From an optimization exercise on the open Yosys and OpenROAD flow, aimed at small area, a short achievable clock period and few clock cycles; shortcuts taken in it are not production practice.
In this exercise RTL edits were held to simulation tests only and were not proved equivalent to the original.

== run a ==
Design cpu, start of the top module:
module cpu(
	input clk,rst,
	output [9:0] instr_Addr,
	input [15:0] instr,
	output reg [8:0] data_Addr,
	output reg [15:0] write_data,
	input [15:0] read_data,
	output write_enable
    );
localparam DS = 4;           
localparam SS = 4;           
localparam SN = 16/SS;       
integer i;
reg [9:0]  PC;
reg [15:0] IR;
reg [15:0] X, Y, ACC;
reg [3:0]  FL;               
reg [8:0]  SP;
reg        we_r;
reg        e_mem;            
reg        kill;             
assign instr_Addr   = PC;
assign write_enable = we_r;
reg        busy;
reg [2:0]  cnt;
reg        ph;               
reg        po;               
reg [16:0] R;
reg [31:0] Aq;
wire [5:0]  op  = kill ? 6'd0 : IR[15:10];
wire [15:0] imm = {{7{IR[8]}}, IR[8:0]};
wire isRI = (op==6'd32) | (op==6'd36) | (op==6'd58) | (op==6'd61);
wire isAI = (op==6'd33) | (op==6'd37) | (op==6'd59) | (op==6'd62) | (op==6'd45) |
            (op==6'd47) | (op==6'd49) | (op==6'd51) | (op==6'd53) | (op==6'd55);
wire c_sh  = (op==6'd40);
wire c_pop = (op==6'd1) & ~IR[9];
wire c_psh = (op==6'd1) & IR[9];
wire c_ld  = (op==6'd2) | (op==6'd4);
wire c_mvi = (op==6'd6);
wire c_mvr = (op==6'd7);
wire c_rad = (op==6'd8);
wire c_pow = (op==6'd9);
wire c_jmp = (op==6'd30);
wire c_ret = (op==6'd31);
wire c_add = (op==6'd32) | (op==6'd33) | (op==6'd34);
wire c_sub = (op==6'd36) | (op==6'd37) | (op==6'd38);
wire c_cmp = (op==6'd58) | (op==6'd59) | (op==6'd60);
wire c_inc = (op==6'd42);
wire c_dec = (op==6'd43);
wire c_mul = (op==6'd44) | (op==6'd45);
wire c_div = (op==6'd46) | (op==6'd47);
  ...
Size in the first run: ~5300 cells after synthesis, ~170 flip-flops, ~70 I/O pins, roughly 0.035 mm² of cells after synthesis.
==> flow/config.mk <==
export PLATFORM = sky130hd
export DESIGN_NAME = cpu
export DESIGN_NICKNAME = cpu
export VERILOG_FILES = /design/flow/design.v
export SDC_FILE = /design/flow/constraint.sdc
export NUM_CORES = 4
export LEC_CHECK = 0
export ABC_AREA = 1
export CAP_MARGIN = 30
export CORE_MARGIN = 2
export CORE_UTILIZATION = 40
export SLEW_MARGIN = 20
==> flow/constraint.sdc <==
create_clock -name core_clock -period 165.0 [get_ports {clk}]
set_input_delay 33.0000 -clock core_clock [delete_from_list [all_inputs] [get_ports {clk}]]
set_output_delay 33.0000 -clock core_clock [all_outputs]
set_load 0.01 [all_outputs]
standard.sh (not shown) runs the stock make flow with config.mk's settings and CLKGATE_MAP_FILE= SYNTH_SCRIPT=/design/flow/synth_recipe.tcl, a recipe that flattens the netlist after the stock synthesis.
==> flow/flow/run.sh <==
#!/bin/bash
# The standard layout (standard.sh, unchanged synthesis and steps), with two
# differences in how the layout is made:
#  - the buffer that ORFS puts on every input and output port is a
#    sky130_fd_sc_hd__buf_4 instead of the default choice;
#  - ORFS's timing repair (floorplan, CTS and global-route steps) aims for
#    130 ns of setup slack (SETUP_SLACK_MARGIN) instead of 0. The SDC is
#    the standard flow's, at the design's 165 ns period; the margin only makes the
#    resizer also work on paths longer than 35 ns.
# make's full output goes to standard.log here; each ORFS step keeps its own
# log under orfs/logs/.
set -euo pipefail
export BUFFER_PORTS_ARGS="-buffer_cell sky130_fd_sc_hd__buf_4"
export SETUP_SLACK_MARGIN=130
bash standard.sh > standard.log 2>&1
Testbench counts of run a, summed over its fixed seeds: cycles 34,718.
diff inputs: run a => run b
--- a/flow/design.v
+++ b/flow/design.v
@@ -338,47 +338,46 @@
 wire        i_j   = iop[4];
 wire        i_st  = iop[1] | iop[2];
 wire        rX = ~i_j & (i_st ? ~instr[9] : (instr[8:7] == 2'd0));
 wire        rY = ~i_j & (i_st ?  instr[9] : (instr[8:7] == 2'd1));
 wire        rA = ~i_j & ~i_st & (instr[8:7] == 2'd2);
 wire        rP = i_j | (~i_st & (instr[8:7] == 2'd3));
-wire        rd_hit = (rX & wX_rd) | (rY & wY_rd) | (rA & wA_rd);
-wire [15:0] wd_reg = ({16{rX}} & X_alt) | ({16{rY}} & Y_alt) | ({16{rA}} & A_alt) | ({16{rP}} & {6'd0, PC1});
-wire [15:0] wd_n   = rd_hit ? read_data : wd_reg;
+wire [15:0] wd_n   = ({16{rX}} & X_alt) | ({16{rY}} & Y_alt) | ({16{rA}} & A_alt) | ({16{rP}} & {6'd0, PC1});
 wire [8:0]  b_x    = X_alt[8:0] + instr[8:0];
 wire [8:0]  b_y    = Y_alt[8:0] + instr[8:0];
-wire [8:0]  b_rd   = read_data[8:0] + instr[8:0];
 wire [8:0]  sp_m1  = SP_n - 9'd1;
 wire [8:0]  sp_p1  = SP_n + 9'd1;
 wire        i_b    = (iop == 6'd4) | (iop == 6'd5);
-wire        a_bx   = i_b &  instr[9] & ~wX_rd;
-wire        a_by   = i_b & ~instr[9] & ~wY_rd;
-wire        a_brd  = i_b & (instr[9] ? wX_rd : wY_rd);
+wire        a_bx   = i_b &  instr[9];
+wire        a_by   = i_b & ~instr[9];
 wire        a_imm  = (iop == 6'd2) | (iop == 6'd3);
 wire        a_m1   = ((iop == 6'd1) & instr[9]) | (iop == 6'd30);
 wire        a_p1   = (iop == 6'd31) & ~e_mem;
 wire        a_sp   = ~(i_b | a_imm | a_m1 | a_p1);
-wire [8:0]  da_n   = ({9{a_bx}} & b_x) | ({9{a_by}} & b_y) | ({9{a_brd}} & b_rd) |
+wire [8:0]  da_n   = ({9{a_bx}} & b_x) | ({9{a_by}} & b_y) |
                      ({9{a_imm}} & instr[8:0]) | ({9{a_m1}} & sp_m1) | ({9{a_p1}} & sp_p1) |
                      ({9{a_sp}} & SP_n);
 wire we_n  = ((iop == 6'd1) & instr[9]) | (iop == 6'd3) | (iop == 6'd5) | (iop == 6'd30);
 wire mem_n = (iop == 6'd1) | (iop == 6'd2) | (iop == 6'd3) | (iop == 6'd4) | (iop == 6'd5) | (iop == 6'd30);
+wire ld_hz = (i_b & (instr[9] ? wX_rd : wY_rd)) |
+             (we_n & ((rX & wX_rd) | (rY & wY_rd) | (rA & wA_rd)));
+wire f_hold = ret_stall | ld_hz;
 always @(posedge clk) begin
 	if (rst) begin
 		PC <= 10'd0; IR <= 16'd0;
 		X <= 16'd0; Y <= 16'd0; ACC <= 16'd0; FL <= 4'd0; SP <= 9'd0;
 		we_r <= 1'b0; e_mem <= 1'b0; kill <= 1'b0; data_Addr <= 9'd0; write_data <= 16'd0;
 		busy <= 1'b0; cnt <= 3'd0; ph <= 1'b0; po <= 1'b0;
 	end else begin
 		X <= X_n; Y <= Y_n; ACC <= ACC_n; FL <= FL_n; SP <= SP_n;
 		if (e_fin) begin
 			IR <= instr;
-			kill <= ret_stall;
-			PC <= ret_stall ? PC : (iop == 6'd31) ? read_data[9:0] : take ? instr[9:0] : PC1;
-			we_r <= we_n;
-			e_mem <= mem_n;
+			kill <= f_hold;
+			PC <= f_hold ? PC : (iop == 6'd31) ? read_data[9:0] : take ? instr[9:0] : PC1;
+			we_r <= we_n & ~ld_hz;
+			e_mem <= mem_n & ~ld_hz;
 			data_Addr <= da_n;
 			write_data <= wd_n;
 		end
 		if (e_fin) begin
 			busy <= 1'b0; cnt <= 3'd0; ph <= 1'b0;
 		end else begin
### Flow results
From run a to run b the numbers moved as follows: buffering overhead went up, achievable frequency went up, antenna violation net count after detailed routing did not really move, global-route track usage on met3 did not really move, minimum setup slack after placement went down. [run b] total length of routed wires rose 3.0 mm relative to run a. Summary: placeable core region, run b better than run a. Compared with run a, run b shows a die area that is 0.58% lower. The lower final cell count came out of run b.
Testbench counts of run b, summed over its fixed seeds: cycles 34,829.

-- separate check: timing with driven ports --
No port has a modelled driver above. Below, the same layouts with a new extraction and two added sets of constraints. Step 1: set_driving_cell puts a clkbuf_16 on clk and a buf_2 on each other input, an assumption about the parent block. Step 2, shift: input delay + t, output delay - t, t = (earliest + latest rising clock arrival at the registers) / 2. This alone moves slack from input paths to output paths. Slacks: no drivers / after step 1 / after step 2; pairs: no drivers / after step 1.
| run | t, ns | slack for setup (ns) | worst register clock-pin slew, ns | worst data-port slew with drivers (ns) | pins driven straight from the clock port |
|---|---|---|---|---|---|
| run a | 0.588 | 130.026 / 130.049 / 129.461 | 0.10 / 0.10 | 0.06 | 1 |
| run b | 0.586 | 130.159 / 130.211 / 129.625 | 0.10 / 0.10 | 0.05 | 1 |
After both steps every run listed still meets setup and hold. The setup slack of run a, which loses most, moves by +0.023 ns with the drivers and by -0.565 ns with both steps.
